This is an optimization exercise on Yosys and OpenROAD, whose aim is small area and a short achievable clock period, not a production implementation. Function was not checked in any run shown here: the RTL went through the layout flow alone. Power figures rest on the tool's default switching activity, not on a simulated workload.

==> flow/design.v (outline; a module is shown in full before it is edited, if it fits) <==
// module FIR: 2718 lines
// module fa3: 4 lines
// module ha2: 4 lines
// module hb2: 4 lines
// module xn2: 3 lines
// module or2m: 3 lines
// module xr2: 3 lines
// module an2: 3 lines
// module nr2: 3 lines
// module iv: 3 lines
// module ao21: 3 lines
// module rz: 3 lines
// module rs: 3 lines
module FIR #
(
    parameter inbit = 11,
    parameter outbit = 23,
    parameter n=32
)
(
    input rst,
    input clk,
    input wire signed [inbit-1:0] infix,
    output reg signed [outbit-1:0] outfix
);
  // ...
==> flow/run.sh <==
#!/bin/bash
# synth_recipe.tcl (not shown) runs the flow's synth.tcl, then flattens the netlist and writes it again
# the make line also repeats each setting of config.mk as NAME=value (left out here)
make -C /OpenROAD-flow-scripts/flow DESIGN_CONFIG=/design/flow/config.mk WORK_HOME=/design/flow/orfs CLKGATE_MAP_FILE= SYNTH_SCRIPT=/design/flow/synth_recipe.tcl finish
==> flow/config.mk <==
export PLATFORM = sky130hd
export DESIGN_NAME = FIR
export DESIGN_NICKNAME = FIR
export VERILOG_FILES = /design/flow/design.v
export SDC_FILE = /design/flow/constraint.sdc
export NUM_CORES = 4
export LEC_CHECK = 0
export CAP_MARGIN = 20
export CORE_MARGIN = 2
export CORE_UTILIZATION = 40
export CTS_BUF_LIST = sky130_fd_sc_hd__clkbuf_16
export CTS_CLUSTER_DIAMETER = 100
export CTS_CLUSTER_SIZE = 25
export SETUP_SLACK_MARGIN = 2.08
export SLEW_MARGIN = 20
export SYNTH_HIERARCHICAL = 1
==> flow/constraint.sdc <==
create_clock -name core_clock -period 4.2 [get_ports {clk}]
set_input_delay 0.8400 -clock core_clock [delete_from_list [all_inputs] [get_ports {clk}]]
set_output_delay 0.8400 -clock core_clock [all_outputs]
set_load 0.01 [all_outputs]
==> impl_results.md, run 1 <==
- Die span in x: 278 µm
- Net load switching power: 4.05 mW
- Fill count: 6767
- XOR/XNOR share of the synthesized area: 2.68%
- Synth cell count leaders: dfxtp_1, fa_1, nor2_1
- Seq cells: 697
- # DRC: 0
- Number of global-route vias before repair: 17800
- Clk root buf: clkbuf_16
- Status: finished clean
- HPWL after DPL: 39.1 mm
- Hold crit path type: reg -> reg
- GRT busiest layer: met2
- Highest metal used: met4
- Hold Vio Cnt, Final: 0
- Reg power frac: 53.3%
- CP Cell Sequence: buf_4 > fa_1 > fa_1 > fa_1 > nor2_1
- Fraction of area in multi-input gates: 48.2%
- Worst setup path startpoint: U7[1]$_SDFF_PP1_
- H-tree levels: 1
- Slew @ Worst Pin: 963 ps
- Final worst slack: 2070 ps
- TNS Setup: 0 ps
- FF-to-FF path depth: 5
- Count of state elements after synthesis: 697
- Post-layout util: 44.5%
- Data buffer area share: 2.48%
- Router iterations before antenna repair: 5
- Crit-path leading delay family: adder cells
==> run 2, diff against run 1 <==
--- a/flow/config.mk
+++ b/flow/config.mk
@@ -11,6 +11,6 @@
 export CTS_BUF_LIST = sky130_fd_sc_hd__clkbuf_16
 export CTS_CLUSTER_DIAMETER = 100
 export CTS_CLUSTER_SIZE = 25
-export SETUP_SLACK_MARGIN = 2.08
+export SETUP_SLACK_MARGIN = 2.05
 export SLEW_MARGIN = 20
 export SYNTH_HIERARCHICAL = 1
==> run 2 against run 1 <==
Synthesized area unchanged; register-to-register slack about the same; highest routed layer unchanged; largest power group unchanged; setup slack improved by 14 ps; clock power about the same; die area unchanged; sequential power about the same; power increased by 0.15%; first-iteration DRC count increased by 5.6%; wire length decreased by 0.46%; flip-flop and latch count unchanged.
==> impl_results.md, run 2 <==
- Critical Path RT: 4710 ps (was 4680 ps)
- Final net count: 2905 (was 2933)
- Fin Clk Skew: 29.7 ps (was 14.4 ps)
- # DRC: 0 (unchanged)
- First-pass GRT wire length: 95.5 mm (was 96.0 mm)
- Dpl ws: 1220 ps (was 1260 ps)
- Number of global-route vias before repair: 17700 (was 17800)
- Final Total Pwr: 14.3 mW (about the same)
- Crit share post-route: 50.4% (was 50.7%)
- CTS tree: built (unchanged)
- # hold bufs at CTS: 0 (unchanged)
- Final WL: 53.9 mm (was 54.2 mm)
- Vias: 15000 (was 15100)
- Status: finished clean (unchanged)
- Slew @ Worst Pin: 867 ps (was 963 ps)
- CP peak stage delay: 600 ps (was 500 ps)
- Most frequent cells in the layout: dfxtp_1, fa_1, nor2_1 (unchanged)
- Largest net degree at the start of global routing: 153 (was 171)
- Sequential area share after synthesis: 46.5% (unchanged)
- Clk sinks: 697 (unchanged)
- Top-count cell post-synth: dfxtp_1 (unchanged)
- Mean Syn Cell Area: 13.4 µm² (unchanged)
- H-tree levels: 1 (unchanged)
- Fraction of layout cells with a size suffix above 1: 8.91% (was 11.4%)
- Top reg by flops: outfix (unchanged)
- Wire length per cell: 16.4 µm (was 16.3 µm)
- Top cell type's share of synthesized area: 46.5% (unchanged)
- Yosys top cell by area: dfxtp_1 (unchanged)
- Final worst slack: 2080 ps (was 2070 ps)
- I/O pin cnt: 36 (unchanged)
- Fmax: 0.473 GHz (was 0.470 GHz)
- Crit-path leading delay family: adder cells (unchanged)
- Commonest non-fill, non-tap cell in the layout: dfxtp_1 (unchanged)
- WS Path Type: reg -> reg (unchanged)
- TNS Setup: 0 ps (unchanged)
- Max_cap viols: 0 (unchanged)
- Longest Clk Path Bufs: 3 (unchanged)
- Hold crit path type: reg -> reg (unchanged)
- Buffers added on ports: 35 (unchanged)
- Initial antenna violation count: 0 (unchanged)
- Max FFs per register: 20 (unchanged)
- DR iter-0 viols: 713 (was 675)
- Asr flop ratio synth: 0% (unchanged)
- Synthesized area: 30000 µm² (unchanged)
- Vias per cell: 4.57 (was 4.54)
- Fin crit period: 2120 ps (was 2130 ps)
- Most common cell type on the critical path: fa_1 (unchanged)
- Clock transition at path regs: 100 ps (about the same)
- Clock latency on the worst-skew pair: 640 ps (was 620 ps)
- Multi-input gate area: 15900 µm² (was 16000 µm²)
- Tot GR Track Use: 15.4% (about the same)
- Diode count: 0 (unchanged)
- Die span in x: 278 µm (unchanged)
- Maximum VDD drop: 0.402 mV (was 0.276 mV)
- CP Cell Sequence: fa_1 > fa_1 > fa_1 > nor2_1 (was buf_4 > fa_1 > fa_1 > fa_1 > nor2_1)
- Core area: 74400 µm² (unchanged)
- Layout area overhead: 9.46% (was 10.3%)
- CP max FO: 6 (unchanged)
- Leak: 12.9 nW (was 13.0 nW)
- Num rows: 100 (unchanged)
- Post-layout util: 44.2% (was 44.5%)
- Max-slew headroom: 42.2% (was 35.8%)
- Router iterations before antenna repair: 4 (was 5)
- Hold Vio Cnt, Final: 0 (unchanged)
- Clk root buf: clkbuf_16 (unchanged)
- RSZ-0062 raised after global routing: true (unchanged)
- Setup violations, final: 0 (unchanged)
- Yosys warns: 7 (unchanged)
- Slowest stage cell, crit path: fa_1 (unchanged)
- Worst path bufs/invs: 0 (was 1)
- CTS buffer count: 31 (unchanged)
- Yosys cell types: 21 (unchanged)
- Fill count: 6761 (was 6767)
- Count of state elements after synthesis: 697 (unchanged)
- Placed Instance Area: 31600 µm² (about the same)
- Synth cell count leaders: dfxtp_1, fa_1, nor2_1 (unchanged)
- Area contributors post-synth: dfxtp_1, fa_1, nor2_1, nand2_1, nor2b_1 (unchanged)
- EDFF count, synth: 0 (unchanged)
- Starting Density: 40.3% (unchanged)
- Die Y-Extent: 278 µm (unchanged)
- HPWL after DPL: 39.3 mm (was 39.1 mm)
- Die area: 77300 µm² (unchanged)
- CP Launch Type: flip-flop (unchanged)
- CP Capture Type: flip-flop (unchanged)
- Antenna viol nets, final: 0 (unchanged)
- Reg area: 14200 µm² (about the same)
- Data arrival, critical path: 2620 ps (was 2610 ps)
- Synth Instances: 2243 (unchanged)
- Final Cell Area: 32900 µm² (was 33100 µm²)
- Power Dens Cells: 435 nW/µm² (was 431 nW/µm²)
- Main flop type after synthesis: dfxtp_1 (unchanged)
- Max-slew violation count: 0 (unchanged)
- Total congestion overflow: 0 (unchanged)
- RePlAce Congestion: 0.799 (was 0.788)
==> run 2: cell counts after synthesis <==
Identical to the previous run, type by type.
==> run 2: area by class of cell <==
| cell class | count | area share, % |
|---|---|---|
| well taps | 969 | 3.69 |
| inverters | 31 | 0.365 |
| flip-flops and latches | 697 | 43.2 |
| multi-input cells | 1494 | 48.4 |
| repair buffers | 68 | 1.99 |
| clock buffers | 31 | 2.36 |
| clock inverters | 2 | 0.0419 |
==> run 2: layer usage <==
layer  GRT usage [%]  share of wire, %  vias to the layer above
met5               0                 0                        -
met4            2.67               1.9                        0
met3            1.88               2.5                       63
met2            26.6                50                      124
met1            21.0                46                     7895
li1                -                 -                     6959
==> run 2: power by group <==
group | total [mW] | internal (mW) | leakage [nW] | switching (mW)
Combinational | 3.35 | 1.72 | 6.80 | 1.63
Sequential | 7.61 | 7.24 | 5.70 | 0.373
Clock | 3.34 | 1.32 | 0.390 | 2.02
==> run 2: cell families after synthesis <==
logic type,count (synthesis),synth area share (%)
simple gates,779,11.7
flops,697,46.5
fa+ha+maj,569,37.0
xor+xnor,92,2.68
buf+inv,53,0.787
compound gates,52,1.30
other cells,1,0.0125
==> run 2: modules after synthesis (local to each module, per instance), a selection <==
module  cells inside  flip-flops and latches  area [µm²]  times used
ha2                1                       0        12.5          31
rz                 1                       0        3.75         257
xn2                1                       0        8.76          30
ao21               1                       0        7.51          52
FIR              928                     697       15300           1
nr2                1                       0        3.75          17
==> run 2: path summary, 6_finish.rpt <==
kind	start	end	slack (ps)	cells after the start
worst max register to register	U10[8]$_SDFF_PP0_	A6_8_1$_DFF_P_	2080	4
worst min-delay path	A9_0_0$_DFF_P_	A8_0_0$_DFF_P_	370	1
worst min register to register	A9_0_0$_DFF_P_	A8_0_0$_DFF_P_	370	1
worst max-delay path	U10[8]$_SDFF_PP0_	A6_8_1$_DFF_P_	2080	4
==> run 2: worst reg2reg max path: cells and delay by family (launching register included) <==
kind	cells	cell delay (ps)
and+or+nand+nor	1	40
adders and majority gates	3	1530
DFF	1	430
==> run 2: timing repair <==
item	in CTS	in global routing
buffers inserted	1	24
setup endpoints to repair	201	75
pin swaps	1	2
resized for setup	130	49
==> run 2: metrics by stage <==
stage               hold WS, ps  std cells
finish                      370       3292
global route                387       3292
CTS                         374       3268
detailed placement          350       3234
global placement            345       3234
floorplan                   343       2244

-- static timing again, ports no longer ideal --
The flow's constraints put no driver on any port. The routed layouts listed below were extracted and timed again, unchanged, in two steps.
Step 1 (the two cells are an assumption about what drives the block):
set clk [get_ports {clk}]
set_driving_cell -lib_cell sky130_fd_sc_hd__clkbuf_16 $clk
set_driving_cell -lib_cell sky130_fd_sc_hd__buf_2 [delete_from_list [all_inputs] $clk]
Step 2 moves the port delays by t, midway between the first and last clock arrival at a register: inputs arrive t later, outputs are due t later. That takes back most of the time a late clock gives input paths.
a / b / c = ideal / step 1 / step 2; a / b = the first two.
run	shift t [ns]	setup slack, ns	worst hold slack (ns)	worst data-port slew with drivers (ns)
run 1	0.677	2.070 / 2.070 / 1.509	0.371 / 0.371 / 0.371	0.05
run 2	0.679	2.085 / 2.071 / 1.557	0.370 / 0.370 / 0.370	0.05
After both steps every run listed still meets setup and hold. For run 1, which loses most, drivers alone change the setup slack by 0.000 ns; drivers and shift together by -0.561 ns.
